Context: an optimization exercise on an open-source flow, tuned for small area, a short achievable clock period and few clock cycles. The choices shown serve that exercise and are no tape-out recipe.
RTL that was checked went through simulation tests only; none was proved equivalent to the original.
Function not checked in run 2: the RTL went through the layout flow alone.

==> flow/design.v, too long to show whole: its modules and the start of the top module <==
// module SNN: 1295 lines
module SNN(
	clk,
	rst_n,
	in_valid,
	img,
	ker,
	weight,
	out_valid,
	out_data
);
  // ...
==> flow/run.sh <==
#!/bin/bash
# synth_recipe.tcl (not shown) runs the flow's synth.tcl, then flattens the netlist and writes it again
# the make line also repeats each setting of config.mk as NAME=value (left out here)
make -C /OpenROAD-flow-scripts/flow DESIGN_CONFIG=/design/flow/config.mk WORK_HOME=/design/flow/orfs CLKGATE_MAP_FILE= SYNTH_SCRIPT=/design/flow/synth_recipe.tcl finish
==> flow/config.mk <==
export PLATFORM = sky130hd
export DESIGN_NAME = SNN
export DESIGN_NICKNAME = SNN
export VERILOG_FILES = /design/flow/design.v
export SDC_FILE = /design/flow/constraint.sdc
export NUM_CORES = 4
export LEC_CHECK = 0
export CAP_MARGIN = 50
export CORE_MARGIN = 2
export CORE_UTILIZATION = 60
export CTS_BUF_LIST = sky130_fd_sc_hd__clkbuf_16
export CTS_CLUSTER_DIAMETER = 60
export CTS_CLUSTER_SIZE = 24
export SLEW_MARGIN = 70
==> flow/constraint.sdc <==
create_clock -name core_clock -period 15.0 [get_ports {clk}]
set_input_delay 3.0000 -clock core_clock [delete_from_list [all_inputs] [get_ports {clk}]]
set_output_delay 3.0000 -clock core_clock [all_outputs]
set_load 0.01 [all_outputs]
==> reports/metrics.yaml, run 1 <==
logic_synthesis:
  synth-xor-area-share_pct: 1.89
  synth_top_area_share_pct: 24.7
  synth-simple-area-share_pct: 10.7
sta:
  setup_tns_ps: 0
  rsz0062_at_grt: "false"
  slew_viol_final: 0
  layout_setup_ws_ps: 9670
finish:
  finalNetCount: 3919
  top_register: "lb"
  final_cell_mix: "inv_1 (558), fa_1 (433), nor2_1 (352)"
  multi_input_area_share_pct: 51.7
  buffers: 81
critical_path:
  crit_fanout: 27
  rr_endpoint: "tqa[8]"
  r2r_slack_ps: 9670
  cp-start-kind: "flop"
  cpMaxStageDelayCell: "fa_1"
  cpLargestDelayFamily: "adder cells"
worst_hold_path:
  min_path_cells: 0
outcome:
  status: "timing/DRC/antenna clean"
grt:
  grt_overflow: 0
die:
  die_h_microns: 246
clock_network:
  cts_inserted_buffers: 43
place:
  globalplace.congestion: 0.916
Testbench counts, summed over its fixed seeds: cycles 24,968.
==> run 2: changes to the inputs <==
--- a/flow/design.v
+++ b/flow/design.v
@@ -67,17 +67,17 @@
 wire [7:0] pt = lb[11];
 wire [7:0] pm = lb[5];
 wire [7:0] pb = px;
 wire [7:0] k0 = k[0], k1 = k[1], k2 = k[2], k3 = k[3], k4 = k[4],
            k5 = k[5], k6 = k[6], k7 = k[7], k8 = k[8];
 reg  [7:0] q3;
 reg  [7:0] mx [0:1];
 reg  [7:0] ab_a, ab_b;
-reg        e0, e1, e2, e3, e4;    
+reg        ep, e0, e1, e2, e3, e4;    
 wire [7:0] l10 = lb[10], l11 = lb[11], l4 = lb[4], l5 = lb[5];
 reg        pj1, qj1, pacc, qrqd, qzero;
 wire [2:0] ncol = v1 ? (col1 == 5 ? 3'd0 : col1 + 1) : col1;    
 wire [7:0] pta = e0 ? ab_a : e2 ? mx[0] : pj1 ? l11 : l10;
 wire [7:0] ptb = e0 ? ab_b : e2 ? 8'd0  : pj1 ? l5 : l4;
 wire [7:0] pka = (e0 || e2) ? w[0] : pj1 ? k1 : k0;
 wire [7:0] pkb = e0 ? w[2] : pj1 ? k4 : k3;
 wire [7:0] qta = e1 ? ab_a : e2 ? mx[0] : qj1 ? l10 : l11;
@@ -886,18 +886,18 @@
 assign {vq_178, vq_177} = {1'b0, vq_112} + {1'b0, vq_143} + {1'b0, vq_142};
 wire vq_179, vq_180;
 assign {vq_180, vq_179} = {1'b0, accq[16]} + {1'b0, vq_145} + {1'b0, vq_144};
 wire vq_181 = accq[17] ^ vq_146;
 wire vq_182 = accq[17] & vq_146;
 wire [19:0] vq_183 = {1'b0, accq[18], vq_181, vq_179, vq_177, vq_175, vq_173, vq_171, vq_169, vq_167, vq_165, vq_163, vq_161, vq_159, vq_157, vq_155, vq_153, vq_151, vq_149, vq_113};
 wire [19:0] vq_184 = {1'b0, vq_182, vq_180, vq_178, vq_176, vq_174, vq_172, vq_170, vq_168, vq_166, vq_164, vq_162, vq_160, vq_158, vq_156, vq_154, vq_152, vq_150, vq_148, vq_147};
 assign RQ_n = vq_183 + vq_184;
-wire       bq = e2 && gt2;
-wire [7:0] vb = bq ? qp[22:15] : pool;
+wire       bq = e2 && gty;
+wire [7:0] vb = bq ? qp[12:5] : pool;
 always @(posedge clk) begin
 	tpa <= tpa_n; tpb <= tpb_n;
 	tqa <= tqa_n; tqb <= tqb_n;
 	RP <= RP_n;
 	RPd <= RP;
 	RQ <= RQ_n;
 	RQd <= RQ[18:0];
 	pbot <= e0 ? 8'd0 : e2 ? vb : (ncol >= 4) ? px : img;
@@ -907,20 +907,21 @@
 	pj1 <= ncol == 3 || ncol == 4;
 	qj1 <= ncol == 0 || ncol == 1;
 	pacc <= (ncol == 4 || ncol == 5) && !e0 && !e2;
 	qrqd <= ncol == 3 || ncol == 4;
 	qzero <= e1 || e2;
 end
 always @(posedge clk or negedge rst_n) begin
 	if(!rst_n) begin
-		e0 <= 0; e1 <= 0; e2 <= 0; e3 <= 0; e4 <= 0;
+		ep <= 0; e0 <= 0; e1 <= 0; e2 <= 0; e3 <= 0; e4 <= 0;
 	end
 	else begin
-		e0 <= v1 && row1 == 5 && col1 == 4;
+		ep <= v1 && row1 == 5 && col1 == 4;
+		e0 <= ep;
 		e1 <= e0;
 		e2 <= e1;
 		e3 <= e2;
 		e4 <= e3;
 	end
 end
 reg        v2;
 reg [1:0]  c2, r2;
@@ -937,226 +938,143 @@
 		v2 <= 0;
 		p5 <= 0;
 	end
 	else begin
 		v2 <= (v1 && row1 >= 2 && col1 >= 3) || p5;
 		p5 <= v1 && row1 >= 2 && col1 == 5;
 	end
 end
-wire [22:0] qp;
+wire [21:0] qys;
+reg  [11:0] qy;
+wire [14:0] qp;
 wire       gt2;
 wire [7:0] pool;
-wire qa_1 = ~cv[14] ^ ~cv[12];
-wire qa_2 = ~cv[14] & ~cv[12];
-wire qa_3, qa_4;
-assign {qa_4, qa_3} = {1'b0, ~cv[15]} + {1'b0, ~cv[13]} + {1'b0, cv[11]};
-wire qa_5, qa_6;
-assign {qa_6, qa_5} = {1'b0, ~cv[16]} + {1'b0, ~cv[14]} + {1'b0, cv[12]};
-wire qa_7 = ~cv[10] ^ cv[7];
-wire qa_8 = ~cv[10] & cv[7];
-wire qa_9, qa_10;
-assign {qa_10, qa_9} = {1'b0, ~cv[17]} + {1'b0, ~cv[15]} + {1'b0, cv[13]};
-wire qa_11 = ~cv[11] ^ cv[8];
-wire qa_12 = ~cv[11] & cv[8];
+wire qa_1 = cv[0] ^ cv[8];
+wire qa_2 = cv[0] & cv[8];
+wire qa_3 = cv[1] ^ cv[9];
+wire qa_4 = cv[1] & cv[9];
+wire qa_5 = cv[2] ^ cv[10];
+wire qa_6 = cv[2] & cv[10];
+wire qa_7 = cv[3] ^ cv[11];
+wire qa_8 = cv[3] & cv[11];
+wire qa_9 = cv[16] ^ qa_1;
+wire qa_10 = cv[16] & qa_1;
+wire qa_11, qa_12;
+assign {qa_12, qa_11} = {1'b0, cv[17]} + {1'b0, qa_3} + {1'b0, qa_2};
 wire qa_13, qa_14;
-assign {qa_14, qa_13} = {1'b0, ~cv[18]} + {1'b0, ~cv[16]} + {1'b0, cv[14]};
+assign {qa_14, qa_13} = {1'b0, cv[18]} + {1'b0, qa_5} + {1'b0, qa_4};
 wire qa_15, qa_16;
-assign {qa_16, qa_15} = {1'b0, ~cv[12]} + {1'b0, cv[9]} + {1'b0, cv[6]};
+assign {qa_16, qa_15} = {1'b0, cv[19]} + {1'b0, qa_7} + {1'b0, qa_6};
 wire qa_17, qa_18;
-assign {qa_18, qa_17} = {1'b0, ~cv[19]} + {1'b0, ~cv[17]} + {1'b0, cv[15]};
-wire qa_19, qa_20;
-assign {qa_20, qa_19} = {1'b0, ~cv[13]} + {1'b0, cv[10]} + {1'b0, cv[7]};
-wire qa_21, qa_22;
-assign {qa_22, qa_21} = {1'b0, ~cv[18]} + {1'b0, cv[16]} + {1'b0, ~cv[14]};
-wire qa_23, qa_24;
-assign {qa_24, qa_23} = {1'b0, cv[11]} + {1'b0, cv[8]} + {1'b0, ~cv[5]};
-wire qa_25, qa_26;
-assign {qa_26, qa_25} = {1'b0, ~cv[19]} + {1'b0, cv[17]} + {1'b0, ~cv[15]};
-wire qa_27, qa_28;
-assign {qa_28, qa_27} = {1'b0, cv[12]} + {1'b0, cv[9]} + {1'b0, ~cv[6]};
-wire qa_29, qa_30;
-assign {qa_30, qa_29} = {1'b0, cv[18]} + {1'b0, ~cv[16]} + {1'b0, cv[13]};
-wire qa_31, qa_32;
-assign {qa_32, qa_31} = {1'b0, cv[19]} + {1'b0, ~cv[17]} + {1'b0, cv[14]};
-wire qa_33 = ~cv[18] ^ cv[15];
-wire qa_34 = ~cv[18] & cv[15];
-wire qa_35 = ~cv[19] ^ cv[16];
-wire qa_36 = ~cv[19] & cv[16];
-wire qa_37, qa_38;
-assign {qa_38, qa_37} = {1'b0, cv[10]} + {1'b0, ~cv[8]} + {1'b0, cv[5]};
-wire qa_39, qa_40;
-assign {qa_40, qa_39} = {1'b0, ~cv[9]} + {1'b0, cv[6]} + {1'b0, cv[3]};
-wire qa_41 = ~cv[0] ^ qa_3;
-wire qa_42 = ~cv[0] & qa_3;
-wire qa_43, qa_44;
-assign {qa_44, qa_43} = {1'b0, cv[4]} + {1'b0, ~cv[1]} + {1'b0, qa_5};
-wire qa_45, qa_46;
-assign {qa_46, qa_45} = {1'b0, qa_7} + {1'b0, qa_4} + {1'b0, 1'b1};
-wire qa_47, qa_48;
-assign {qa_48, qa_47} = {1'b0, cv[5]} + {1'b0, ~cv[2]} + {1'b0, qa_9};
-wire qa_49, qa_50;
-assign {qa_50, qa_49} = {1'b0, qa_11} + {1'b0, qa_6} + {1'b0, qa_8};
-wire qa_51, qa_52;
-assign {qa_52, qa_51} = {1'b0, ~cv[3]} + {1'b0, cv[0]} + {1'b0, qa_13};
-wire qa_53, qa_54;
-assign {qa_54, qa_53} = {1'b0, qa_15} + {1'b0, qa_10} + {1'b0, qa_12};
-wire qa_55, qa_56;
-assign {qa_56, qa_55} = {1'b0, ~cv[4]} + {1'b0, cv[1]} + {1'b0, qa_17};
-wire qa_57, qa_58;
-assign {qa_58, qa_57} = {1'b0, qa_19} + {1'b0, qa_14} + {1'b0, qa_16};
-wire qa_59, qa_60;
-assign {qa_60, qa_59} = {1'b0, cv[2]} + {1'b0, qa_21} + {1'b0, qa_23};
-wire qa_61, qa_62;
-assign {qa_62, qa_61} = {1'b0, qa_18} + {1'b0, qa_20} + {1'b0, 1'b1};
-wire qa_63, qa_64;
-assign {qa_64, qa_63} = {1'b0, cv[3]} + {1'b0, qa_25} + {1'b0, qa_27};
-wire qa_65, qa_66;
-assign {qa_66, qa_65} = {1'b0, qa_22} + {1'b0, qa_24} + {1'b0, 1'b1};
-wire qa_67, qa_68;
-assign {qa_68, qa_67} = {1'b0, cv[10]} + {1'b0, ~cv[7]} + {1'b0, cv[4]};
-wire qa_69, qa_70;
-assign {qa_70, qa_69} = {1'b0, qa_29} + {1'b0, qa_26} + {1'b0, qa_28};
-wire qa_71, qa_72;
-assign {qa_72, qa_71} = {1'b0, cv[11]} + {1'b0, ~cv[8]} + {1'b0, cv[5]};
-wire qa_73, qa_74;
-assign {qa_74, qa_73} = {1'b0, qa_31} + {1'b0, qa_30} + {1'b0, 1'b1};
-wire qa_75, qa_76;
-assign {qa_76, qa_75} = {1'b0, cv[12]} + {1'b0, ~cv[9]} + {1'b0, cv[6]};
-wire qa_77, qa_78;
-assign {qa_78, qa_77} = {1'b0, qa_33} + {1'b0, qa_32} + {1'b0, 1'b1};
-wire qa_79, qa_80;
-assign {qa_80, qa_79} = {1'b0, cv[13]} + {1'b0, ~cv[10]} + {1'b0, cv[7]};
-wire qa_81, qa_82;
-assign {qa_82, qa_81} = {1'b0, qa_35} + {1'b0, qa_34} + {1'b0, 1'b1};
-wire qa_83, qa_84;
-assign {qa_84, qa_83} = {1'b0, cv[17]} + {1'b0, cv[14]} + {1'b0, ~cv[11]};
-wire qa_85 = cv[8] ^ qa_36;
-wire qa_86 = cv[8] & qa_36;
-wire qa_87, qa_88;
-assign {qa_88, qa_87} = {1'b0, cv[18]} + {1'b0, cv[15]} + {1'b0, ~cv[12]};
-wire qa_89 = cv[9] ^ 1'b1;
-wire qa_90 = cv[9] & 1'b1;
-wire qa_91, qa_92;
-assign {qa_92, qa_91} = {1'b0, cv[19]} + {1'b0, cv[16]} + {1'b0, ~cv[13]};
-wire qa_93 = cv[10] ^ 1'b1;
-wire qa_94 = cv[10] & 1'b1;
-wire qa_95, qa_96;
-assign {qa_96, qa_95} = {1'b0, cv[17]} + {1'b0, ~cv[14]} + {1'b0, cv[11]};
-wire qa_97 = cv[18] ^ ~cv[15];
-wire qa_98 = cv[18] & ~cv[15];
-wire qa_99 = cv[19] ^ ~cv[16];
-wire qa_100 = cv[19] & ~cv[16];
-wire qa_101 = cv[2] ^ qa_1;
-wire qa_102 = cv[2] & qa_1;
-wire qa_103, qa_104;
-assign {qa_104, qa_103} = {1'b0, qa_2} + {1'b0, qa_39} + {1'b0, qa_41};
-wire qa_105, qa_106;
-assign {qa_106, qa_105} = {1'b0, qa_43} + {1'b0, qa_45} + {1'b0, qa_40};
-wire qa_107, qa_108;
-assign {qa_108, qa_107} = {1'b0, qa_47} + {1'b0, qa_49} + {1'b0, qa_44};
-wire qa_109, qa_110;
-assign {qa_110, qa_109} = {1'b0, qa_51} + {1'b0, qa_53} + {1'b0, qa_48};
-wire qa_111, qa_112;
-assign {qa_112, qa_111} = {1'b0, qa_55} + {1'b0, qa_57} + {1'b0, qa_52};
-wire qa_113, qa_114;
-assign {qa_114, qa_113} = {1'b0, qa_59} + {1'b0, qa_61} + {1'b0, qa_56};
-wire qa_115, qa_116;
-assign {qa_116, qa_115} = {1'b0, qa_63} + {1'b0, qa_65} + {1'b0, qa_60};
-wire qa_117, qa_118;
-assign {qa_118, qa_117} = {1'b0, qa_67} + {1'b0, qa_69} + {1'b0, qa_64};
-wire qa_119, qa_120;
-assign {qa_120, qa_119} = {1'b0, qa_71} + {1'b0, qa_73} + {1'b0, qa_68};
-wire qa_121, qa_122;
-assign {qa_122, qa_121} = {1'b0, qa_75} + {1'b0, qa_77} + {1'b0, qa_72};
-wire qa_123, qa_124;
-assign {qa_124, qa_123} = {1'b0, qa_79} + {1'b0, qa_81} + {1'b0, qa_76};
-wire qa_125, qa_126;
-assign {qa_126, qa_125} = {1'b0, qa_83} + {1'b0, qa_85} + {1'b0, qa_80};
-wire qa_127, qa_128;
-assign {qa_128, qa_127} = {1'b0, qa_87} + {1'b0, qa_89} + {1'b0, qa_84};
-wire qa_129, qa_130;
-assign {qa_130, qa_129} = {1'b0, qa_91} + {1'b0, qa_93} + {1'b0, qa_88};
-wire qa_131, qa_132;
-assign {qa_132, qa_131} = {1'b0, qa_95} + {1'b0, qa_92} + {1'b0, qa_94};
-wire qa_133, qa_134;
-assign {qa_134, qa_133} = {1'b0, cv[12]} + {1'b0, qa_97} + {1'b0, qa_96};
-wire qa_135, qa_136;
-assign {qa_136, qa_135} = {1'b0, cv[13]} + {1'b0, qa_99} + {1'b0, qa_98};
-wire qa_137, qa_138;
-assign {qa_138, qa_137} = {1'b0, ~cv[17]} + {1'b0, cv[14]} + {1'b0, qa_100};
-wire qa_139 = ~cv[18] ^ cv[15];
-wire qa_140 = ~cv[18] & cv[15];
-wire qa_141 = ~cv[19] ^ cv[16];
-wire qa_142 = ~cv[19] & cv[16];
-wire qa_143 = qa_37 ^ qa_101;
-wire qa_144 = qa_37 & qa_101;
-wire qa_145, qa_146;
-assign {qa_146, qa_145} = {1'b0, qa_38} + {1'b0, qa_103} + {1'b0, qa_102};
-wire qa_147, qa_148;
-assign {qa_148, qa_147} = {1'b0, qa_42} + {1'b0, qa_105} + {1'b0, qa_104};
-wire qa_149, qa_150;
-assign {qa_150, qa_149} = {1'b0, qa_46} + {1'b0, qa_107} + {1'b0, qa_106};
-wire qa_151, qa_152;
-assign {qa_152, qa_151} = {1'b0, qa_50} + {1'b0, qa_109} + {1'b0, qa_108};
-wire qa_153, qa_154;
-assign {qa_154, qa_153} = {1'b0, qa_54} + {1'b0, qa_111} + {1'b0, qa_110};
-wire qa_155, qa_156;
-assign {qa_156, qa_155} = {1'b0, qa_58} + {1'b0, qa_113} + {1'b0, qa_112};
-wire qa_157, qa_158;
-assign {qa_158, qa_157} = {1'b0, qa_62} + {1'b0, qa_115} + {1'b0, qa_114};
-wire qa_159, qa_160;
-assign {qa_160, qa_159} = {1'b0, qa_66} + {1'b0, qa_117} + {1'b0, qa_116};
-wire qa_161, qa_162;
-assign {qa_162, qa_161} = {1'b0, qa_70} + {1'b0, qa_119} + {1'b0, qa_118};
-wire qa_163, qa_164;
-assign {qa_164, qa_163} = {1'b0, qa_74} + {1'b0, qa_121} + {1'b0, qa_120};
-wire qa_165, qa_166;
-assign {qa_166, qa_165} = {1'b0, qa_78} + {1'b0, qa_123} + {1'b0, qa_122};
-wire qa_167, qa_168;
-assign {qa_168, qa_167} = {1'b0, qa_82} + {1'b0, qa_125} + {1'b0, qa_124};
-wire qa_169, qa_170;
-assign {qa_170, qa_169} = {1'b0, qa_86} + {1'b0, qa_127} + {1'b0, qa_126};
-wire qa_171, qa_172;
-assign {qa_172, qa_171} = {1'b0, qa_90} + {1'b0, qa_129} + {1'b0, qa_128};
-wire qa_173, qa_174;
-assign {qa_174, qa_173} = {1'b0, qa_131} + {1'b0, qa_130} + {1'b0, 1'b1};
-wire qa_175, qa_176;
-assign {qa_176, qa_175} = {1'b0, qa_133} + {1'b0, qa_132} + {1'b0, 1'b1};
-wire qa_177, qa_178;
-assign {qa_178, qa_177} = {1'b0, qa_135} + {1'b0, qa_134} + {1'b0, 1'b1};
-wire qa_179, qa_180;
-assign {qa_180, qa_179} = {1'b0, qa_137} + {1'b0, qa_136} + {1'b0, 1'b1};
-wire qa_181, qa_182;
-assign {qa_182, qa_181} = {1'b0, qa_139} + {1'b0, qa_138} + {1'b0, 1'b1};
-wire qa_183, qa_184;
-assign {qa_184, qa_183} = {1'b0, qa_141} + {1'b0, qa_140} + {1'b0, 1'b1};
-wire qa_185 = cv[17] ^ qa_142;
-wire qa_186 = cv[17] & qa_142;
-wire qa_187 = cv[18] ^ 1'b1;
-wire qa_188 = cv[18] & 1'b1;
-wire [22:0] qa_189 = {qa_187, qa_185, qa_183, qa_181, qa_179, qa_177, qa_175, qa_173, qa_171, qa_169, qa_167, qa_165, qa_163, qa_161, qa_159, qa_157, qa_155, qa_153, qa_151, qa_149, qa_147, qa_145, 1'b1};
-wire [22:0] qa_190 = {qa_186, qa_184, qa_182, qa_180, qa_178, qa_176, qa_174, qa_172, qa_170, qa_168, qa_166, qa_164, qa_162, qa_160, qa_158, qa_156, qa_154, qa_152, qa_150, qa_148, qa_146, qa_144, qa_143};
-assign qp = qa_189 + qa_190;
+assign {qa_18, qa_17} = {1'b0, cv[4]} + {1'b0, cv[12]} + {1'b0, qa_8};
+wire qa_19 = cv[5] ^ cv[13];
+wire qa_20 = cv[5] & cv[13];
+wire qa_21 = cv[6] ^ cv[14];
+wire qa_22 = cv[6] & cv[14];
+wire qa_23 = cv[7] ^ cv[15];
+wire qa_24 = cv[7] & cv[15];
+wire qa_25 = cv[8] ^ cv[16];
+wire qa_26 = cv[8] & cv[16];
+wire qa_27 = cv[9] ^ cv[17];
+wire qa_28 = cv[9] & cv[17];
+wire qa_29 = cv[10] ^ cv[18];
+wire qa_30 = cv[10] & cv[18];
+wire qa_31 = cv[11] ^ cv[19];
+wire qa_32 = cv[11] & cv[19];
+wire [21:0] qa_33 = {1'b0, cv[19], cv[18], cv[17], cv[16], cv[15], cv[14], cv[13], cv[12], qa_31, qa_29, qa_27, qa_25, qa_23, qa_21, qa_19, qa_17, qa_15, qa_13, qa_11, 1'b1, cv[7]};
+wire [21:0] qa_34 = {1'b0, 1'b0, 1'b0, 1'b0, 1'b0, 1'b0, 1'b0, 1'b0, qa_32, qa_30, qa_28, qa_26, qa_24, qa_22, qa_20, qa_18, qa_16, qa_14, qa_12, qa_10, qa_9, cv[15]};
+assign qys = qa_33 + qa_34;
+wire qb_1 = qy[0] ^ ~qy[3];
+wire qb_2 = qy[0] & ~qy[3];
+wire qb_3 = qy[1] ^ ~qy[4];
+wire qb_4 = qy[1] & ~qy[4];
+wire qb_5 = qy[2] ^ ~qy[5];
+wire qb_6 = qy[2] & ~qy[5];
+wire qb_7 = qy[3] ^ ~qy[6];
+wire qb_8 = qy[3] & ~qy[6];
+wire qb_9 = qy[4] ^ ~qy[7];
+wire qb_10 = qy[4] & ~qy[7];
+wire qb_11 = qy[5] ^ ~qy[8];
+wire qb_12 = qy[5] & ~qy[8];
+wire qb_13 = qy[6] ^ ~qy[9];
+wire qb_14 = qy[6] & ~qy[9];
+wire qb_15, qb_16;
+assign {qb_16, qb_15} = {1'b0, qy[7]} + {1'b0, ~qy[10]} + {1'b0, qb_3};
+wire qb_17, qb_18;
+assign {qb_18, qb_17} = {1'b0, qy[8]} + {1'b0, ~qy[11]} + {1'b0, qb_5};
+wire qb_19, qb_20;
+assign {qb_20, qb_19} = {1'b0, qy[9]} + {1'b0, qb_7} + {1'b0, qb_6};
+wire qb_21, qb_22;
+assign {qb_22, qb_21} = {1'b0, qy[10]} + {1'b0, qb_9} + {1'b0, qb_8};
+wire qb_23, qb_24;
+assign {qb_24, qb_23} = {1'b0, qy[11]} + {1'b0, qb_11} + {1'b0, qb_10};
+wire qb_25, qb_26;
+assign {qb_26, qb_25} = {1'b0, qy[6]} + {1'b0, ~qy[9]} + {1'b0, qb_12};
+wire qb_27 = qy[7] ^ ~qy[10];
+wire qb_28 = qy[7] & ~qy[10];
+wire qb_29 = qy[8] ^ ~qy[11];
+wire qb_30 = qy[8] & ~qy[11];
+wire qb_31 = ~qy[1] ^ qy[4];
+wire qb_32 = ~qy[1] & qy[4];
+wire qb_33, qb_34;
+assign {qb_34, qb_33} = {1'b0, ~qy[2]} + {1'b0, qy[5]} + {1'b0, ~qy[8]};
+wire qb_35, qb_36;
+assign {qb_36, qb_35} = {1'b0, qb_1} + {1'b0, qb_13} + {1'b0, 1'b1};
+wire qb_37, qb_38;
+assign {qb_38, qb_37} = {1'b0, qb_2} + {1'b0, qb_15} + {1'b0, qb_14};
+wire qb_39, qb_40;
+assign {qb_40, qb_39} = {1'b0, qb_4} + {1'b0, qb_17} + {1'b0, qb_16};
+wire qb_41, qb_42;
+assign {qb_42, qb_41} = {1'b0, qb_19} + {1'b0, qb_18} + {1'b0, 1'b1};
+wire qb_43, qb_44;
+assign {qb_44, qb_43} = {1'b0, qb_21} + {1'b0, qb_20} + {1'b0, 1'b1};
+wire qb_45, qb_46;
+assign {qb_46, qb_45} = {1'b0, qb_23} + {1'b0, qb_22} + {1'b0, 1'b1};
+wire qb_47, qb_48;
+assign {qb_48, qb_47} = {1'b0, qb_25} + {1'b0, qb_24} + {1'b0, 1'b1};
+wire qb_49, qb_50;
+assign {qb_50, qb_49} = {1'b0, qb_27} + {1'b0, qb_26} + {1'b0, 1'b1};
+wire qb_51, qb_52;
+assign {qb_52, qb_51} = {1'b0, qb_29} + {1'b0, qb_28} + {1'b0, 1'b1};
+wire qb_53 = qy[9] ^ qb_30;
+wire qb_54 = qy[9] & qb_30;
+wire qb_55 = qy[10] ^ 1'b1;
+wire qb_56 = qy[10] & 1'b1;
+wire qb_57 = qy[11] ^ 1'b1;
+wire qb_58 = qy[11] & 1'b1;
+wire [14:0] qb_59 = {1'b1, qb_57, qb_55, qb_53, qb_51, qb_49, qb_47, qb_45, qb_43, qb_41, qb_39, qb_37, qb_35, qb_33, ~qy[7]};
+wire [14:0] qb_60 = {qb_58, qb_56, qb_54, qb_52, qb_50, qb_48, qb_46, qb_44, qb_42, qb_40, qb_38, qb_36, qb_34, qb_32, qb_31};
+assign qp = qb_59 + qb_60;
 reg [19:0] mr;
 wire first2 = !r2[0] && !c2[0];
 assign gt2 = cv > mr;
 always @(posedge clk) begin
 	if(v2 && c2[1] && (first2 || gt2)) mr <= cv;
 end
-reg       v3;
-reg [1:0] c3, r3;
+reg       vy, v3, gty;
+reg [1:0] cy, ry, c3, r3;
 always @(posedge clk) begin
-	q3 <= qp[22:15];
-	c3 <= c2;
-	r3 <= r2;
+	qy <= qys[20:9];
+	cy <= c2;
+	ry <= r2;
+	gty <= gt2;
+	q3 <= qp[12:5];
+	c3 <= cy;
+	r3 <= ry;
 end
 always @(posedge clk or negedge rst_n) begin
-	if(!rst_n) v3 <= 0;
-	else v3 <= v2;
+	if(!rst_n) begin
+		vy <= 0;
+		v3 <= 0;
+	end
+	else begin
+		vy <= v2;
+		v3 <= vy;
+	end
 end
 wire first3 = !r3[0] && !c3[0];
 wire [7:0] mxs = mx[c3[1]];
 assign pool = (first3 || q3 > mxs) ? q3 : mxs;
 always @(posedge clk) begin
 	if(v3) mx[c3[1]] <= pool;
 	if(v3 && r3 == 2 && c3 == 0) begin
 		ab_a <= mx[0];
==> flow/flow/run.sh (new file) <==
#!/bin/bash
# The standard layout with one netlist pass between synthesis and floorplan:
# flow/invopt.py folds away the inverters that Yosys's full-adder extraction
# leaves between full adder cells (a full adder is self-dual, so adders are
# flipped to need fewer inverters, and simple gates swapped for their
# complementary cells). Registers and all other cells are kept.
# Each tool writes its full output to its own log in this folder.
set -euo pipefail
R=orfs/results/${FLOW_PLATFORM}/SNN/base
bash standard.sh synth > synth.log 2>&1
cp "$R/1_2_yosys.v" 1_2_yosys.before_invopt.v
python3 flow/invopt.py "$R/1_2_yosys.v" > invopt.log 2>&1
rm -f "$R/1_synth.odb" "$R/1_synth.sdc"
# repair aims at a setup slack of 10 ns (the clock period is unchanged)
bash standard.sh finish SETUP_SLACK_MARGIN=10 > layout.log 2>&1
==> flow/flow/invopt.py (new file) <==
#!/usr/bin/env python3
"""Removes the inverters that Yosys's full-adder extraction leaves between
full adder cells. A full adder is self-dual (FA(~a,~b,~c) = ~FA(a,b,c) on
both outputs), so each full adder may be flipped: its inputs and outputs
change polarity. Flips are chosen by local search to minimise the number of
signals whose complement is needed; a simple gate whose loads all want its
complement is swapped for its complementary cell (and2 <-> nand2, ...);
then every remaining inverter is rebuilt, one per signal that needs its
complement. Registers and all other cells are kept as they are.
usage: invopt.py netlist.v  (rewrites the file in place)"""
import re, sys

path = sys.argv[1]
src = open(path).read()
m = re.search(r'^(.*?\bmodule\s+\S+\s*\(.*?\);)(.*)(\bendmodule\b.*)$', src, re.S)
head, body, tail = m.group(1), m.group(2), m.group(3)

OUTS = {'X', 'Y', 'Q', 'Q_N', 'SUM', 'COUT', 'HI', 'LO'}
stmts = [s for s in body.split(';')]
decls, insts, others = [], [], []
inst_re = re.compile(r'^\s*(sky130_fd_sc_hd__\w+)\s+(\S+)\s*\((.*)\)\s*$', re.S)
pin_re = re.compile(r'\.(\w+)\s*\(\s*(.*?)\s*\)\s*(?:,|$)', re.S)
for s in stmts:
    t = re.sub(r'\(\*.*?\*\)', '', s).strip()
    if not t:
        continue
    mi = inst_re.match(t)
    if mi:
        pins = [(p, n.strip()) for p, n in pin_re.findall(mi.group(3))]
        insts.append([mi.group(1), mi.group(2), pins])
    elif re.match(r'^(input|output|inout|wire|reg)\b', t):
        decls.append(t)
    else:
        others.append(t)

# nets referenced outside cell pins (ports, assigns) stay as they are
port_nets = set()
for d in decls:
    if d.startswith('output') or d.startswith('input'):
        pass
fixed_text = ' '.join(others)

driver = {}
for idx, (typ, name, pins) in enumerate(insts):
    for p, n in pins:
        if p in OUTS:
            driver[n] = (idx, p)

def is_inv(idx):
    return insts[idx][0].startswith('sky130_fd_sc_hd__inv_')

out_ports = set()
for d in decls:
    mo = re.match(r'^output\s+(?:\[(\d+):(\d+)\]\s*)?(\S+)', d)
    if mo:
        if mo.group(1):
            for b in range(int(mo.group(2)), int(mo.group(1)) + 1):
                out_ports.add(f'{mo.group(3)}[{b}]')
        else:
            out_ports.add(mo.group(3))

def keep_inv(idx):
    y = dict(insts[idx][2])['Y']
    return y in out_ports or y in fixed_text

def root(n):
    """(root net, parity) following removable inverters"""
    par = 0
    seen = 0
    while n in driver and is_inv(driver[n][0]) and not keep_inv(driver[n][0]) and seen < 100:
        n = dict(insts[driver[n][0]][2])['A']
        par ^= 1
        seen += 1
    return n, par

# consumers: (inst idx, pin, root, parity)
cons = []
for idx, (typ, name, pins) in enumerate(insts):
    if is_inv(idx) and not keep_inv(idx):
        continue
    for p, n in pins:
        if p in OUTS:
            continue
        r, par = root(n)
        cons.append([idx, p, r, par])

fa = [i for i, (t, _, _) in enumerate(insts) if t.startswith('sky130_fd_sc_hd__fa_')]
fa_set = set(fa)
flip = {i: 0 for i in fa}

def drv_flip(r):
    d = driver.get(r)
    if d and d[0] in fa_set:
        return flip[d[0]]
    return 0

# simple gates that have a complementary cell with the same inputs: a root
# driven by one whose consumers all want the complement is swapped instead
INV_AREA = 3.75
PAIRS = [('and2_1','nand2_1',6.26,3.75,'X','Y'), ('or2_1','nor2_1',6.26,3.75,'X','Y'),
    ('xor2_1','xnor2_1',8.76,8.76,'X','Y'), ('and3_1','nand3_1',6.26,5.00,'X','Y'),
    ('or3_1','nor3_1',6.26,5.00,'X','Y'), ('nor2b_1','or2b_1',6.26,7.51,'Y','X'),
    ('nand2b_1','and2b_1',6.26,7.51,'Y','X'), ('a21o_1','a21oi_1',7.51,5.00,'X','Y'),
    ('o21a_1','o21ai_1',7.51,5.00,'X','Y'), ('o21a_1','o21ai_0',7.51,5.00,'X','Y'),
    ('a22o_1','a22oi_1',8.76,7.51,'X','Y'), ('o22a_1','o22ai_1',8.76,6.26,'X','Y'),
    ('a31o_1','a31oi_1',8.76,6.26,'X','Y'), ('a211o_1','a211oi_1',8.76,7.51,'X','Y'),
    ('o211a_1','o211ai_1',10.01,7.51,'X','Y'), ('mux2_1','mux2i_1',11.26,10.01,'X','Y'),
    ('and4_1','nand4_1',8.76,6.26,'X','Y'), ('or4_1','nor4_1',7.51,6.26,'X','Y'),
    ('a21bo_1','a21boi_0',10.01,7.51,'X','Y'), ('o21ba_1','o21bai_1',10.01,7.51,'X','Y'),
    ('a2bb2o_1','a2bb2oi_1',10.01,8.76,'X','Y'), ('o2bb2a_1','o2bb2ai_1',10.01,8.76,'X','Y'),
    ('a32o_1','a32oi_1',10.01,8.76,'X','Y'), ('o31a_1','o31ai_1',8.76,7.51,'X','Y'),
    ('o32a_1','o32ai_1',10.01,8.76,'X','Y'), ('a311o_1','a311oi_1',10.01,8.76,'X','Y'),
    ('o311a_1','o311ai_0',10.01,8.76,'X','Y'), ('a41o_1','a41oi_1',10.01,8.76,'X','Y'),
    ('o41a_1','o41ai_1',11.26,8.76,'X','Y'), ('a221o_1','a221oi_1',10.01,8.76,'X','Y'),
    ('o221a_1','o221ai_1',11.26,8.76,'X','Y'), ('a2111o_1','a2111oi_0',11.26,8.76,'X','Y'),
    ('o2111a_1','o2111ai_1',11.26,8.76,'X','Y'), ('and3b_1','nand3b_1',8.76,7.51,'X','Y'),
    ('or3b_1','nor3b_1',8.76,7.51,'X','Y'), ('and4b_1','nand4b_1',10.01,8.76,'X','Y'),
    ('or4b_1','nor4b_1',10.01,8.76,'X','Y')]
# cell -> (complementary cell, its output pin here, output pin there, area change)
SWAP = {}
for a, b, aa, ab, oa, ob in PAIRS:
    pa, pb = 'sky130_fd_sc_hd__' + a, 'sky130_fd_sc_hd__' + b
    SWAP.setdefault(pa, (pb, oa, ob, ab - aa))
    SWAP.setdefault(pb, (pa, ob, oa, aa - ab))
def swappable(r):
    d = driver.get(r)
    return d is not None and insts[d[0]][0] in SWAP and r not in out_ports and r not in fixed_text

by_root = {}
for c in cons:
    by_root.setdefault(c[2], []).append(c)
def comp_state(r):
    """(state, area): 0 no consumer wants the complement; 1 some do (an
    inverter); 2 all do and swapping the driver for its complementary cell
    costs less than an inverter"""
    f = drv_flip(r)
    es = [par ^ f ^ (flip[idx] if idx in fa_set else 0) for idx, p, rr, par in by_root[r]]
    if not any(es):
        return 0, 0.0
    if all(es) and swappable(r):
        d = SWAP[insts[driver[r][0]][0]][3]
        if d < INV_AREA:
            return 2, d
    return 1, INV_AREA
PHASE = [1]
def need_comp(r):
    st, a = comp_state(r)
    if PHASE[0] == 1:
        # first phase: count inverters only, any swap is free
        if st == 0:
            return 0.0
        f = drv_flip(r)
        es = [par ^ f ^ (flip[idx] if idx in fa_set else 0) for idx, p, rr, par in by_root[r]]
        return 0.0 if (all(es) and swappable(r)) else 1.0
    return a
def cost_around(i):
    roots = set()
    for p, n in insts[i][2]:
        if p in OUTS:
            roots.add(n)
        else:
            roots.add(root(n)[0])
    return sum(need_comp(r) for r in roots if r in by_root), roots

before = sum(need_comp(r) for r in by_root)
def descend():
    rounds = 0
    improved = True
    while improved and rounds < 50:
        improved = False
        rounds += 1
        for i in fa:
            c0, roots = cost_around(i)
            flip[i] ^= 1
            c1 = sum(need_comp(r) for r in roots if r in by_root)
            if c1 < c0 - 1e-9:
                improved = True
            else:
                flip[i] ^= 1
    return rounds
import random
rng = random.Random(1)
def search(trials):
    descend()
    best = (sum(need_comp(r) for r in by_root), dict(flip))
    for trial in range(trials):
        # perturb the best solution and descend again
        for i in fa:
            flip[i] = best[1][i]
        for i in rng.sample(fa, max(1, len(fa) // 10)):
            flip[i] ^= 1
        descend()
        c = sum(need_comp(r) for r in by_root)
        if c < best[0] - 1e-9:
            best = (c, dict(flip))
    for i in fa:
        flip[i] = best[1][i]
search(300)
PHASE[0] = 2
before = len([i for i in range(len(insts)) if is_inv(i)]) * INV_AREA
search(100)
after = sum(need_comp(r) for r in by_root)

# rebuild: remove removable inverters, one new inverter per root needing its complement
comp_net = {}
new_insts = []
swapped = set()
k = 0
for r in sorted(by_root):
    if comp_state(r)[0] == 2:
        swapped.add(r)
        comp_net[r] = r
    elif comp_state(r)[0] == 1:
        k += 1
        nn = f'_invopt_n{k}_'
        comp_net[r] = nn
        new_insts.append(['sky130_fd_sc_hd__inv_1', f'_invopt_{k}_', [('A', r), ('Y', nn)]])
newpins = {}
for idx, p, r, par in cons:
    e = par ^ drv_flip(r) ^ (flip[idx] if idx in fa_set else 0)
    newpins[(idx, p)] = comp_net[r] if e else r
out = []
for idx, (typ, name, pins) in enumerate(insts):
    if is_inv(idx) and not keep_inv(idx):
        continue
    ps = [(p, newpins.get((idx, p), n)) for p, n in pins]
    outnets = [n for p, n in pins if p in OUTS]
    if outnets and outnets[0] in swapped:
        ntyp, po, pn, _ = SWAP[typ]
        typ = ntyp
        ps = [(pn if p == po else p, n) for p, n in ps]
    out.append([typ, name, ps])
out += new_insts

def net(n):
    return n + ' ' if n.startswith('\\') else n
lines = [head]
for d in decls:
    lines.append('  ' + d + ' ;')
for d in new_insts:
    lines.append(f'  wire {d[2][1][1]};')
for typ, name, ps in out:
    conn = ',\n    '.join(f'.{p}({net(n)})' for p, n in ps)
    lines.append(f'  {typ} {net(name)}(\n    {conn}\n  );')
for o in others:
    lines.append('  ' + o + ' ;')
lines.append(tail)
open(path, 'w').write('\n'.join(lines) + ('\n' if not tail.endswith('\n') else ''))
ninv = sum(1 for i in range(len(insts)) if is_inv(i))
print(f'invopt: area of inverters and swaps {before:.1f} -> {after:.1f} um2; {ninv} inverters before, {len(new_insts)} after '
      f'({sum(1 for i in range(len(insts)) if is_inv(i) and keep_inv(i))} kept on ports); '
      f'{sum(flip.values())} of {len(fa)} full adders flipped; {len(swapped)} gates swapped')
==> flow/standard.sh (new file) <==
#!/bin/bash
# synth_recipe.tcl (not shown) runs the flow's synth.tcl, then flattens the netlist and writes it again
# the make line also repeats each setting of config.mk as NAME=value (left out here)
make -C /OpenROAD-flow-scripts/flow DESIGN_CONFIG=/design/flow/config.mk WORK_HOME=/design/flow/orfs CLKGATE_MAP_FILE= SYNTH_SCRIPT=/design/flow/synth_recipe.tcl "${@:-finish}"
removed: flow/run.sh
==> run 2 against run 1 <==
- largest cell class unchanged
- clock skew is 23 ps lower
- critical path depth decreased by 1
- first-iteration DRC count rose by 1.7%
- sequential share of layout area rose by 2.8 points
- critical path type unchanged
- wire length is 3.1% lower
- still clean on timing, DRC and antenna
- count of clock-buffer cells in the layout increased by 1
- synthesized cell count shrank 13%
- critical endpoint is now RQ[18]
- cell count shrank 12%
==> reports/metrics.yaml, run 2 <==
outcome:
  status: "timing/DRC/antenna clean"
die:
  fp.coreArea_sq_um: 54100
  rows: 85
  start_util_pct: 61.0
  chipWidth_microns: 239
  fp.dieArea_sq_um: 56900
  ioPinCount: 38
  die_h_microns: 239  # -3.0%
clock_network:
  cts_inserted_buffers: 43  # unchanged
  path_clk_slew_ps: 90
  clock_latency_ps: 600
  tritoncts: "yes"
  cts-root-buf: "clkbuf_16"
  clock_sinks: 580
  cts_max_level: 2
  clockBufferDepth: 3
finish:
  ff_latch_area_sq_um: 13800
  final_cell_mix: "fa_1 (374), dfxtp_1 (325), nor2_1 (323)"
  top_register: "lb"
  drive_gt1_share_pct: 13.5
  multi_input_area_sq_um: 19400
  top_regs: "lb x96, k x72"
  final_common_cell: "fa_1"
  finalNetCount: 3448  # -12%
  fin_cells: 3548
  fin_area_sq_um: 37200
  largest_reg_flops: 96
  areaGrowthSynthToFinish_pct: 12.8
  fillers: 3929
  final_util_pct: 68.8
sta:
  tightest_slew_ps: 482
  fmax_mhz: 195
  rsz0062_at_grt: "true"
  relSlewSlack_pct: 67.6
  layout_setup_ws_ps: 9870  # +203 ps
  min_period_ps: 5130
  setup_viol: 0
  setup_tns_ps: 0  # unchanged
  fin_crit_sh_pct: 34.2
  final-hold-violation-count: 0
  holdWs_ps: 325
  skew_ps: 35.0
  slew_viol_final: 0  # unchanged
place:
  place_area_sq_um: 35200
  dp_hpwl_mm: 65.3
  placedCellCount: 3450
  port_buffers: 37
  dp_worst_setup_slack_ps: 9650
  globalplace.congestion: 0.940  # +2.6%
critical_path:
  reg2reg_depth: 14
  cp-start-kind: "flop"
  cp-startpoint: "qbot[1]"
  worstPathArrival_ps: 5630
  critPathKind: "flop to flop"
  cpMostUsedCell: "fa_1"
  crit_chain: "and2_1 -> fa_1 -> fa_1 -> fa_1 -> fa_1 -> fa_1 -> ha_2 -> a2111oi_4 -> a21boi_4 -> o31ai_2 -> or4_1 -> a31o_1 -> a21oi_2 -> xnor2_1"
  rr_endpoint: "RQ[18]"
  endpoint: "RQ[18]"
  end_kind: "flop"
  cpMaxStageDelayCell: "fa_1"
  slowest_delay_ps: 580
  r2r_slack_ps: 9870  # +200 ps
  critPathRequiredTime_ps: 15510
  reg2reg_from: "qbot[1]"
  crit_fanout: 8  # -70%
routing:
  vias: 20817
  drt_wl_total_mm: 84.2
  via_per_inst: 5.87
  wl_per_cell_microns: 23.7
  drt-initial-drc-count: 1289
  drt.antenna.violating_nets: 0
  drc: 0
  drt-pass1-iter-count: 5
grt:
  grt_pass1_wl_mm: 128
  grt_pass1_vias: 21621
  grt_antenna_before_repair: 3
  grt_util_all_layers_pct: 30.0
  grt_max_degree: 46
  grt_overflow: 0  # unchanged
logic_synthesis:
  avgSynthCellArea_sq_um: 12.1
  syn-cell-area_sq_um: 33000
  syn_inst: 2738
  syn_nets: 3368
  yosys_warnings: 5
flow_run:
  maxCapViolations: 0
worst_hold_path:
  min_path_cells: 0  # unchanged
  hp-class: "flop to flop"
-- run 2: worst max-delay path, delay by kind of cell, from the launching register on --
family | cells | cell delay, ps
xor+xnor | 1 | 130
compound gates | 5 | 1130
flops | 1 | 380
simple gates | 2 | 610
fa+ha+maj | 6 | 2810
-- run 2: what timing repair did --
item,in CTS,in global routing
hold buffers,0,0
endpoints found under the setup margin,11,20
gates resized for setup,14,39
cloned,1,5
setup buffers,1,10
pin swaps,5,17
-- run 2: cell type report --
cell class	count	area share, %
Antenna cell	1	0.00672
Inverter	181	1.83
Tap cell	696	2.34
Clock buffer	44	2.96
Clock inverter	34	0.938
Sequential cell	580	37.1
Timing Repair Buffer	94	2.77
Multi-Input combinational cell	1918	52.1
-- run 2: per-layer routing --
layer	part of all wire, %	vias to the layer above	track usage [%]	wire (microns)
li1	-	9402	-	-
met1	42	10636	40.2	35100
met2	48	631	49.8	40600
met3	6.1	144	4.33	5100
met4	4.0	4	11.3	3350
met5	0.032	-	0	27
-- run 2: how the worst min path moves through the flow --
stage / from / endpoint / slack [ps]
6_report: lb[7][4] / lb[8][4] / 330
5_1_grt: lb[2][3] / lb[3][3] / 330
4_1_cts: lb[7][4] / lb[8][4] / 330
3_5_place_dp: lb[0][7] / lb[1][7] / 310
3_3_place_gp: lb[2][1] / lb[3][1] / 310
2_1_floorplan: cy[0] / c3[0] / 310

[re-timing with driven ports]
Ports are ideal in the flow. The routed layouts listed here were re-timed in OpenROAD. Step 1: set_driving_cell puts a clkbuf_16 on clk and a buf_2 on each other input, an assumption about the parent block. Step 2 adds t to the input delays and takes it off the output delays; t is the mean of the earliest and latest rising clock arrival at the registers after step 1. Input paths then give back, and output paths get back, about the clock's delay inside the block. Three values: ideal, step 1, step 2; two values: the first two.
| run | t, ns | slack for setup (ns) | clock arrival spread, ns | worst data-port slew with drivers (ns) |
|---|---|---|---|---|
| run 1 | 0.661 | 9.671 / 9.671 / 9.671 | 0.062 / 0.061 | 0.09 |
| run 2 | 0.645 | 9.874 / 9.874 / 9.874 | 0.035 / 0.035 | 0.06 |
After both steps setup and hold are still met in every run listed.
